Context: an optimization exercise on an open-source flow, tuned for small area, a short achievable clock period and few clock cycles. The choices shown serve that exercise and are no tape-out recipe.
In this exercise RTL edits were held to simulation tests only and were not proved equivalent to the original.
Power is estimated from default activity; no workload was simulated.

==> inputs of 06-12 <==
==> flow/design.v <==
module riscv_pipeline(
	input  logic         i_clk,
	input  logic         i_rst,
	output logic [31:0]  o_imem_addr,
	input  logic [31:0]  i_imem_rdata,
	output logic [31:0]  o_dmem_addr,
	input  logic [31:0]  i_dmem_rdata,
	output logic         o_dmem_we,
	output logic [31:0]  o_dmem_wdata
);
	logic [31:2] pc;
	logic        x_kill;    
	logic        x_wen;     
	logic        x_ld;      
	logic        x_st;      
	logic        x_br;      
	logic        x_jalr;    
	logic        x_link;    
	logic        x_alu;     
	logic        x_pred;    
	logic        x_sra;     
	logic        x_inv;     
	logic        x_fa, x_fb, x_fc;    
	logic [4:0]  x_rd;
	logic [2:0]  x_f3;
	logic [31:0] x_a, x_b, x_c;
	logic        m_wen, m_ld, m_st, m_sub, m_win;
	logic [4:0]  m_rd;
	logic [2:0]  m_f3;
	logic [31:0] m_res;     
	logic [31:0] m_c;       
	logic        s_pend;
	logic [12:2] s_addr;
	logic [31:0] rf [1:31];
	logic [31:1] rf_v;
	logic [31:0] ld_w, ld_r, m_result;
	assign ld_w = i_dmem_rdata >> {m_res[1:0], 3'b000};
	always_comb begin
		case (m_f3[1:0])
			2'b00:   ld_r = {{24{~m_f3[2] & ld_w[7]}}, ld_w[7:0]};
			2'b01:   ld_r = {{16{~m_f3[2] & ld_w[15]}}, ld_w[15:0]};
			default: ld_r = ld_w;
		endcase
	end
	assign m_result = m_ld ? ld_r : m_res;
	logic [3:0] mask;
	logic [31:0] merged;
	always_comb begin
		case (m_f3[1:0])
			2'b00:   mask = 4'b0001 << m_res[1:0];
			default: mask = m_res[1] ? 4'b1100 : 4'b0011;
		endcase
		for (int k = 0; k < 4; k++)
			merged[8*k +: 8] = mask[k] ? m_c[8*k +: 8] : i_dmem_rdata[8*k +: 8];
	end
	assign o_dmem_addr  = s_pend ? {19'd1, s_addr, 2'b00} : m_res;
	assign o_dmem_we    = s_pend | (m_st & ~m_sub & m_win);
	assign o_dmem_wdata = m_c;
	logic xv_wen, xv_ld, xv_st, xv_br, xv_jalr;
	assign xv_wen  = x_wen  & ~x_kill;
	assign xv_ld   = x_ld   & ~x_kill;
	assign xv_st   = x_st   & ~x_kill;
	assign xv_br   = x_br   & ~x_kill;
	assign xv_jalr = x_jalr & ~x_kill;
	logic [31:0] a, bf, b, cf;
	assign a  = x_fa ? m_res : x_a;
	assign bf = x_fb ? m_res : x_b;
	assign b  = bf ^ {32{x_inv}};
	assign cf = x_fc ? m_res : x_c;
	logic [32:0] sum;
	assign sum = {1'b0, a} + {1'b0, b} + {32'b0, x_inv};
	logic        c13, win0, win1;
	logic [31:13] ah, bh, kx0, kx1, g0, g1;
	assign c13 = ({1'b0, a[12:0]} + {1'b0, b[12:0]} + {13'b0, x_inv}) >> 13;
	assign ah  = a[31:13];
	assign bh  = b[31:13];
	always_comb begin
		for (int i = 13; i < 32; i++) begin
			kx0[i] = ah[i] ^ bh[i] ^ (i == 13);
			kx1[i] = ah[i] ^ bh[i] ^ (i == 13);
			if (i == 13) begin
				g0[i] = 1'b0;
				g1[i] = 1'b1;
			end else begin
				g0[i] = (ah[i-1] & bh[i-1]) | ((ah[i-1] | bh[i-1]) & ~(i-1 == 13));
				g1[i] = g0[i];
			end
		end
	end
	assign win0 = (kx0 == g0);
	assign win1 = (kx1 == g1);
	logic eq, lt_u, lt_s;
	assign eq   = (a == bf);
	assign lt_u = ~sum[32];
	assign lt_s = (a[31] ^ bf[31]) ? a[31] : sum[31];
	logic [31:0] sh_in, sh_r, sh_out;
	logic        left;
	assign left = ~x_f3[2];
	always_comb begin
		for (int i = 0; i < 32; i++) sh_in[i] = left ? a[31 - i] : a[i];
	end
	logic [63:0] sh_x;
	assign sh_x = {{32{x_sra & a[31]}}, sh_in} >> bf[4:0];
	assign sh_r = sh_x[31:0];
	always_comb begin
		for (int i = 0; i < 32; i++) sh_out[i] = left ? sh_r[31 - i] : sh_r[i];
	end
	logic [31:0] alu_r, res_x;
	always_comb begin
		case (x_f3)
			3'b000:  alu_r = sum[31:0];
			3'b010:  alu_r = {31'b0, lt_s};
			3'b011:  alu_r = {31'b0, lt_u};
			3'b100:  alu_r = a ^ bf;
			3'b110:  alu_r = a | bf;
			3'b111:  alu_r = a & bf;
			default: alu_r = sh_out;    
		endcase
	end
	assign res_x = x_link ? x_c : x_alu ? alu_r : sum[31:0];
	logic [31:0] c_rep;
	always_comb begin
		case (x_f3[1:0])
			2'b00:   c_rep = {4{cf[7:0]}};
			2'b01:   c_rep = {2{cf[15:0]}};
			default: c_rep = cf;
		endcase
	end
	logic taken, redirect;
	logic [31:2] target;
	always_comb begin
		case (x_f3[2:1])
			2'b00:   taken = eq ^ x_f3[0];
			2'b10:   taken = lt_s ^ x_f3[0];
			2'b11:   taken = lt_u ^ x_f3[0];
			default: taken = 1'b0;
		endcase
	end
	assign redirect = (xv_br & (taken ^ x_pred)) | xv_jalr;
	assign target   = x_jalr ? sum[31:2] : x_c[31:2];
	logic [31:0] ins;
	assign ins = i_imem_rdata;
	assign o_imem_addr = {pc, 2'b00};
	logic [4:0] rs1, rs2, rd;
	logic [2:0] f3;
	assign rs1 = ins[19:15];
	assign rs2 = ins[24:20];
	assign rd  = ins[11:7];
	assign f3  = ins[14:12];
	logic d_lui, d_auipc, d_jal, d_jalr, d_br, d_ld, d_st, d_opi, d_op;
	logic q;
	assign q       = ins[1] & ins[0];
	assign d_lui   = q & (ins[6:2] == 5'b01101);
	assign d_auipc = q & (ins[6:2] == 5'b00101);
	assign d_jal   = q & (ins[6:2] == 5'b11011);
	assign d_jalr  = q & (ins[6:2] == 5'b11001);
	assign d_br    = q & (ins[6:2] == 5'b11000);
	assign d_ld    = q & (ins[6:2] == 5'b00000);
	assign d_st    = q & (ins[6:2] == 5'b01000);
	assign d_opi   = q & (ins[6:2] == 5'b00100);
	assign d_op    = q & (ins[6:2] == 5'b01100);
	logic use1, use2;
	assign use1 = d_jalr | d_br | d_ld | d_st | d_opi | d_op;
	assign use2 = d_br | d_st | d_op;
	logic [31:0] imm_i, imm_s, imm_b, imm_u, imm_j;
	assign imm_i = {{20{ins[31]}}, ins[31:20]};
	assign imm_s = {{20{ins[31]}}, ins[31:25], ins[11:7]};
	assign imm_b = {{19{ins[31]}}, ins[31], ins[7], ins[30:25], ins[11:8], 1'b0};
	assign imm_u = {ins[31:12], 12'b0};
	assign imm_j = {{11{ins[31]}}, ins[31], ins[19:12], ins[20], ins[30:21], 1'b0};
	logic [991:0] rf_all;
	logic [30:0]  sel1, sel2;
	logic [31:0]  rd1, rd2, rv1, rv2;
	always_comb begin
		for (int r = 1; r < 32; r++) begin
			rf_all[32*(r-1) +: 32] = rf[r];
			sel1[r-1] = (rs1 == r[4:0]) & rf_v[r];
			sel2[r-1] = (rs2 == r[4:0]) & rf_v[r];
		end
	end
	rf_read read1 (.d(rf_all), .s(sel1), .q(rd1));
	rf_read read2 (.d(rf_all), .s(sel2), .q(rd2));
	assign rv1 = (m_wen && m_rd == rs1) ? m_result : rd1;
	assign rv2 = (m_wen && m_rd == rs2) ? m_result : rd2;
	logic fa, fb, fc;
	assign fa = use1 & xv_wen & (x_rd == rs1);
	assign fb = (d_op | d_br) & xv_wen & (x_rd == rs2);
	assign fc = d_st & xv_wen & (x_rd == rs2);
	logic stall;
	assign stall = (xv_ld & xv_wen & ((use1 & (x_rd == rs1)) | (use2 & (x_rd == rs2))))
	             | ((d_ld | d_st) & xv_st & (x_f3[1:0] != 2'b10));
	logic inv;
	assign inv = (d_op & ((f3 == 3'b000 & ins[30]) | f3 == 3'b010 | f3 == 3'b011))
	           | (d_opi & (f3 == 3'b010 | f3 == 3'b011))
	           | d_br;
	logic [31:0] a_d, b_d, c_d;
	assign a_d = (d_auipc | d_jal) ? {pc, 2'b00} : d_lui ? 32'b0 : rv1;
	always_comb begin
		if (d_op | d_br)          b_d = rv2;
		else if (d_st)            b_d = imm_s;
		else if (d_lui | d_auipc) b_d = imm_u;
		else if (d_jal)           b_d = imm_j;
		else                      b_d = imm_i;
	end
	logic [31:2] pc4, pc_b;
	logic        pred;
	logic [31:13] pc_hi_inc, pc_hi_dec;
	logic [11:0]  lo_b;
	assign pc_hi_inc = pc[31:13] + 19'd1;
	assign pc_hi_dec = pc[31:13] - 19'd1;
	assign pc4[12:2] = pc[12:2] + 11'd1;
	assign pc4[31:13] = (&pc[12:2]) ? pc_hi_inc : pc[31:13];
	assign pred  = d_br & (ins[31] | f3 == 3'b001);
	assign lo_b  = {1'b0, pc[12:2]} + {1'b0, imm_b[12:2]};
	assign pc_b[12:2]  = lo_b[10:0];
	assign pc_b[31:13] = ins[31] ? (lo_b[11] ? pc[31:13] : pc_hi_dec)
	                             : (lo_b[11] ? pc_hi_inc : pc[31:13]);
	always_comb begin
		if (d_st)              c_d = rv2;
		else if (d_br & ~pred) c_d = {pc_b, 2'b00};
		else                   c_d = {pc4, 2'b00};
	end
	logic br_nop;
	assign br_nop = (imm_b == 32'd4);
	logic issue;
	assign issue = ~stall;
	logic [31:2] pc_next;
	always_comb begin
		if (redirect)           pc_next = target;
		else if (stall)         pc_next = pc;
		else if (pred)          pc_next = pc_b;
		else                    pc_next = pc4;
	end
	always_ff @(posedge i_clk or negedge i_rst) begin
		if (!i_rst) begin
			pc     <= '0;
			x_kill <= 1'b0;
			x_wen  <= 1'b0;
			x_ld   <= 1'b0;
			x_st   <= 1'b0;
			x_br   <= 1'b0;
			x_jalr <= 1'b0;
			m_wen  <= 1'b0;
			m_st   <= 1'b0;
			s_pend <= 1'b0;
		end else begin
			pc     <= pc_next;
			x_kill <= redirect;
			x_wen  <= issue & (d_lui | d_auipc | d_jal | d_jalr | d_ld | d_opi | d_op) & (rd != 5'd0);
			x_ld   <= issue & d_ld;
			x_st   <= issue & d_st;
			x_br   <= issue & d_br & ~br_nop;
			x_jalr <= issue & (d_jal | d_jalr);
			m_wen  <= xv_wen;
			m_st   <= xv_st;
			s_pend <= m_st & m_sub & m_win;
		end
	end
	always_ff @(posedge i_clk) begin
		x_link <= d_jal | d_jalr;
		x_alu  <= d_op | d_opi;
		x_pred <= pred;
		x_sra  <= ins[30];
		x_inv  <= inv;
		x_fa   <= fa;
		x_fb   <= fb;
		x_fc   <= fc;
		x_rd   <= rd;
		x_f3   <= f3;
		x_a    <= a_d;
		x_b    <= b_d;
		x_c    <= c_d;
		m_ld   <= x_ld;
		m_sub  <= x_f3[1:0] != 2'b10;
		m_win  <= c13 ? win1 : win0;
		m_rd   <= x_rd;
		m_f3   <= x_f3;
		m_res  <= res_x;
		m_c    <= (m_st & m_sub & m_win) ? merged : c_rep;
		s_addr <= m_res[12:2];
	end
	always_ff @(posedge i_clk or negedge i_rst) begin
		if (!i_rst) rf_v <= '0;
		else if (m_wen) rf_v[m_rd] <= 1'b1;
	end
	always_ff @(posedge i_clk) begin
		if (m_wen) rf[m_rd] <= m_result;
	end
endmodule
module rf_read(
	input  logic [991:0] d,
	input  logic [30:0]  s,
	output logic [31:0]  q
);
	always_comb begin
		q = 32'b0;
		for (int r = 0; r < 31; r++) q = q | (d[32*r +: 32] & {32{s[r]}});
	end
endmodule
==> flow/flow/run.sh <==
#!/bin/bash
set -euo pipefail
bash standard.sh \
	"BUFFER_PORTS_ARGS=-buffer_cell sky130_fd_sc_hd__buf_2" \
	"SETUP_SLACK_MARGIN=6.0" \
	finish > standard.log 2>&1
==> flow/standard.sh <==
#!/bin/bash
# synth_recipe.tcl (not shown) runs the flow's synth.tcl, then flattens the netlist and writes it again
# the make line also repeats each setting of config.mk as NAME=value (left out here)
make -C /OpenROAD-flow-scripts/flow DESIGN_CONFIG=/design/flow/config.mk WORK_HOME=/design/flow/orfs CLKGATE_MAP_FILE= SYNTH_SCRIPT=/design/flow/synth_recipe.tcl "${@:-finish}"
==> flow/config.mk <==
export PLATFORM = sky130hd
export DESIGN_NAME = riscv_pipeline
export DESIGN_NICKNAME = riscv_pipeline
export VERILOG_FILES = /design/flow/design.v
export SDC_FILE = /design/flow/constraint.sdc
export NUM_CORES = 8
export LEC_CHECK = 0
export CAP_MARGIN = 30
export CORE_MARGIN = 2
export CORE_UTILIZATION = 55
export CTS_BUF_LIST = sky130_fd_sc_hd__clkbuf_16
export CTS_CLUSTER_DIAMETER = 80
export CTS_CLUSTER_SIZE = 25
export PLACE_DENSITY = 0.65
export SLEW_MARGIN = 30
==> flow/constraint.sdc <==
create_clock -name core_clock -period 10.0 [get_ports {i_clk}]
set_input_delay 2.0000 -clock core_clock [delete_from_list [all_inputs] [get_ports {i_clk}]]
set_output_delay 2.0000 -clock core_clock [all_outputs]
set_load 0.01 [all_outputs]
==> 07-23 (differences from 06-12) <==
--- a/flow/design.v
+++ b/flow/design.v
@@ -169,18 +169,15 @@
 	assign imm_u = {ins[31:12], 12'b0};
 	assign imm_j = {{11{ins[31]}}, ins[31], ins[19:12], ins[20], ins[30:21], 1'b0};
-	logic [991:0] rf_all;
-	logic [30:0]  sel1, sel2;
-	logic [31:0]  rd1, rd2, rv1, rv2;
-	always_comb begin
+	logic [31:0] rv1, rv2;
+	always_comb begin
+		rv1 = 32'b0;
+		rv2 = 32'b0;
 		for (int r = 1; r < 32; r++) begin
-			rf_all[32*(r-1) +: 32] = rf[r];
-			sel1[r-1] = (rs1 == r[4:0]) & rf_v[r];
-			sel2[r-1] = (rs2 == r[4:0]) & rf_v[r];
+			if (rs1 == r[4:0] && rf_v[r]) rv1 = rf[r];
+			if (rs2 == r[4:0] && rf_v[r]) rv2 = rf[r];
 		end
-	end
-	rf_read read1 (.d(rf_all), .s(sel1), .q(rd1));
-	rf_read read2 (.d(rf_all), .s(sel2), .q(rd2));
-	assign rv1 = (m_wen && m_rd == rs1) ? m_result : rd1;
-	assign rv2 = (m_wen && m_rd == rs2) ? m_result : rd2;
+		if (m_wen && m_rd == rs1) rv1 = m_result;
+		if (m_wen && m_rd == rs2) rv2 = m_result;
+	end
 	logic fa, fb, fc;
 	assign fa = use1 & xv_wen & (x_rd == rs1);
@@ -205,15 +202,7 @@
 	logic [31:2] pc4, pc_b;
 	logic        pred;
-	logic [31:13] pc_hi_inc, pc_hi_dec;
-	logic [11:0]  lo_b;
-	assign pc_hi_inc = pc[31:13] + 19'd1;
-	assign pc_hi_dec = pc[31:13] - 19'd1;
-	assign pc4[12:2] = pc[12:2] + 11'd1;
-	assign pc4[31:13] = (&pc[12:2]) ? pc_hi_inc : pc[31:13];
+	assign pc4   = pc + 30'd1;
 	assign pred  = d_br & (ins[31] | f3 == 3'b001);
-	assign lo_b  = {1'b0, pc[12:2]} + {1'b0, imm_b[12:2]};
-	assign pc_b[12:2]  = lo_b[10:0];
-	assign pc_b[31:13] = ins[31] ? (lo_b[11] ? pc[31:13] : pc_hi_dec)
-	                             : (lo_b[11] ? pc_hi_inc : pc[31:13]);
+	assign pc_b  = pc + imm_b[31:2];
 	always_comb begin
 		if (d_st)              c_d = rv2;
@@ -288,12 +277,2 @@
 	end
 endmodule
-module rf_read(
-	input  logic [991:0] d,
-	input  logic [30:0]  s,
-	output logic [31:0]  q
-);
-	always_comb begin
-		q = 32'b0;
-		for (int r = 0; r < 31; r++) q = q | (d[32*r +: 32] & {32{s[r]}});
-	end
-endmodule
==> flow/run.sh (new file) <==
#!/bin/bash
# synth_recipe.tcl (not shown) runs the flow's synth.tcl, then flattens the netlist and writes it again
# the make line also repeats each setting of config.mk as NAME=value (left out here)
make -C /OpenROAD-flow-scripts/flow DESIGN_CONFIG=/design/flow/config.mk WORK_HOME=/design/flow/orfs CLKGATE_MAP_FILE= SYNTH_SCRIPT=/design/flow/synth_recipe.tcl finish
SETUP_SLACK_MARGIN = 5   (was unset)
removed: flow/flow/run.sh
removed: flow/standard.sh
==> 07-07 (differences from 06-12) <==
--- a/flow/design.v
+++ b/flow/design.v
@@ -14,9 +14,8 @@
 	logic        x_ld;      
 	logic        x_st;      
-	logic        x_br;      
+	logic [5:0]  x_rc;      
 	logic        x_jalr;    
 	logic        x_link;    
 	logic        x_alu;     
-	logic        x_pred;    
 	logic        x_sra;     
 	logic        x_inv;     
@@ -57,14 +56,15 @@
 	assign o_dmem_we    = s_pend | (m_st & ~m_sub & m_win);
 	assign o_dmem_wdata = m_c;
-	logic xv_wen, xv_ld, xv_st, xv_br, xv_jalr;
+	logic xv_wen, xv_ld, xv_st, xv_jalr;
+	logic [5:0] xv_rc;
 	assign xv_wen  = x_wen  & ~x_kill;
 	assign xv_ld   = x_ld   & ~x_kill;
 	assign xv_st   = x_st   & ~x_kill;
-	assign xv_br   = x_br   & ~x_kill;
+	assign xv_rc   = x_rc   & {6{~x_kill}};
 	assign xv_jalr = x_jalr & ~x_kill;
 	logic [31:0] a, bf, b, cf;
 	assign a  = x_fa ? m_res : x_a;
 	assign bf = x_fb ? m_res : x_b;
-	assign b  = bf ^ {32{x_inv}};
+	assign b  = x_fb ? (m_res ^ {32{x_inv}}) : (x_b ^ {32{x_inv}});
 	assign cf = x_fc ? m_res : x_c;
 	logic [32:0] sum;
@@ -92,6 +92,6 @@
 	logic eq, lt_u, lt_s;
 	assign eq   = (a == bf);
-	assign lt_u = ~sum[32];
-	assign lt_s = (a[31] ^ bf[31]) ? a[31] : sum[31];
+	assign lt_u = (a < bf);
+	assign lt_s = (a[31] ^ bf[31]) ? a[31] : lt_u;
 	logic [31:0] sh_in, sh_r, sh_out;
 	logic        left;
@@ -127,15 +127,8 @@
 		endcase
 	end
-	logic taken, redirect;
+	logic redirect;
 	logic [31:2] target;
-	always_comb begin
-		case (x_f3[2:1])
-			2'b00:   taken = eq ^ x_f3[0];
-			2'b10:   taken = lt_s ^ x_f3[0];
-			2'b11:   taken = lt_u ^ x_f3[0];
-			default: taken = 1'b0;
-		endcase
-	end
-	assign redirect = (xv_br & (taken ^ x_pred)) | xv_jalr;
+	assign redirect = (xv_rc[0] & eq) | (xv_rc[1] & ~eq) | (xv_rc[2] & lt_s) | (xv_rc[3] & ~lt_s)
+	                | (xv_rc[4] & lt_u) | (xv_rc[5] & ~lt_u) | xv_jalr;
 	assign target   = x_jalr ? sum[31:2] : x_c[31:2];
 	logic [31:0] ins;
@@ -191,7 +184,5 @@
 	             | ((d_ld | d_st) & xv_st & (x_f3[1:0] != 2'b10));
 	logic inv;
-	assign inv = (d_op & ((f3 == 3'b000 & ins[30]) | f3 == 3'b010 | f3 == 3'b011))
-	           | (d_opi & (f3 == 3'b010 | f3 == 3'b011))
-	           | d_br;
+	assign inv = d_op & (f3 == 3'b000) & ins[30];
 	logic [31:0] a_d, b_d, c_d;
 	assign a_d = (d_auipc | d_jal) ? {pc, 2'b00} : d_lui ? 32'b0 : rv1;
@@ -223,4 +214,14 @@
 	logic br_nop;
 	assign br_nop = (imm_b == 32'd4);
+	logic [5:0] rc;
+	always_comb begin
+		rc = 6'b0;
+		case (f3[2:1])
+			2'b00:   rc[{2'd0, f3[0] ^ pred}] = 1'b1;
+			2'b10:   rc[{2'd1, f3[0] ^ pred}] = 1'b1;
+			2'b11:   rc[{2'd2, f3[0] ^ pred}] = 1'b1;
+			default: ;
+		endcase
+	end
 	logic issue;
 	assign issue = ~stall;
@@ -239,5 +240,5 @@
 			x_ld   <= 1'b0;
 			x_st   <= 1'b0;
-			x_br   <= 1'b0;
+			x_rc   <= 6'b0;
 			x_jalr <= 1'b0;
 			m_wen  <= 1'b0;
@@ -250,5 +251,5 @@
 			x_ld   <= issue & d_ld;
 			x_st   <= issue & d_st;
-			x_br   <= issue & d_br & ~br_nop;
+			x_rc   <= {6{issue & d_br & ~br_nop}} & rc;
 			x_jalr <= issue & (d_jal | d_jalr);
 			m_wen  <= xv_wen;
@@ -260,5 +261,4 @@
 		x_link <= d_jal | d_jalr;
 		x_alu  <= d_op | d_opi;
-		x_pred <= pred;
 		x_sra  <= ins[30];
 		x_inv  <= inv;
CORE_UTILIZATION = 50   (was 55)
PLACE_DENSITY = 0.6   (was 0.65)
==> notes <==
06-12 finished but failed the layout checks on max-capacitance violations, max-slew violations. 07-07 completed without violations. 07-23 went through all stages and came out clean. Against 07-23, the non-clock buffer count of 06-12 is higher by 110. Between 07-23 and 06-12, the lower combinational power is in 07-23 (gap about 5%, measured against 06-12). Clock power, lowest first: 07-23, 06-12, 07-07. Clock skew, highest first: 06-12, 07-07, 07-23. Core utilization: 07-07 < 07-23 < 06-12. Flip-flop and latch count is the same in 07-23 and 06-12.
==> figures <==
metric	07-07	06-12	07-23
Outcome	finished clean	complete, but fails checks	finished clean
Reasons for failing layout checks	-	max-capacitance violations, max-slew violations	-
Metal3 WL	55.8 mm	59.9 mm	50.0 mm
Multi-input gate area in the final layout	29200 um2	29100 um2	28200 um2
Die Area	133000 um2	119000 um2	121000 um2
Hold_ws	0.418 ns	0.406 ns	0.382 ns
Area growth from synthesis to layout	14.8%	16.2%	11.0%
Number of buffer and inverter stages on the critical path	3	5	3
Worst Setup Slack, final	5.80 ns	5.61 ns	4.80 ns
Drt via density	8.09	8.39	8.05
Path type of the worst setup path	input port to flop	flop to flop	input port to flop
CP Max Fanout	21	8	15
Adder and majority cell fraction of the synthesized area	3.36%	2.81%	3.04%
Critical Path Source Type	input port	flop	input port
Testbench counts of 06-12, summed over its fixed seeds: cycles 35,767.
Testbench counts of 07-23, summed over its fixed seeds: cycles 35,767.
Testbench counts of 07-07, summed over its fixed seeds: cycles 35,767.

[separate check: timing with driven ports]
How much do the figures lean on ideal ports? The routed layouts below were timed once more, with nothing changed but the port constraints.
Step 1 (the two cells are an assumption about what drives the block):
set clk [get_ports {i_clk}]
set_driving_cell -lib_cell sky130_fd_sc_hd__clkbuf_16 $clk
set_driving_cell -lib_cell sky130_fd_sc_hd__buf_2 [delete_from_list [all_inputs] $clk]
Step 2 times the ports against the registers' clock, not the clock port: input delays grow and output delays shrink by t, the midpoint of the rising clock arrivals with the driver on.
Slacks: ideal / step 1 / step 2; pairs: ideal / step 1.
| run | t, ns | setup slack, ns | slew at the worst register clock pin (ns) | worst slew at a driven data input, ns | cell pins on the clock port's net |
|---|---|---|---|---|---|
| 06-12 | 0.796 | 5.614 / 5.614 / 5.039 | 0.11 / 0.11 | 0.07 | 1 |
| 07-23 | 0.764 | 4.803 / 4.855 / 4.091 | 0.11 / 0.11 | 0.05 | 1 |
| 07-07 | 0.830 | 5.805 / 5.808 / 4.988 | 0.11 / 0.11 | 0.14 | 1 |
The setup slack of 07-07, which loses most, moves by +0.003 ns with the drivers and by -0.817 ns with both steps.
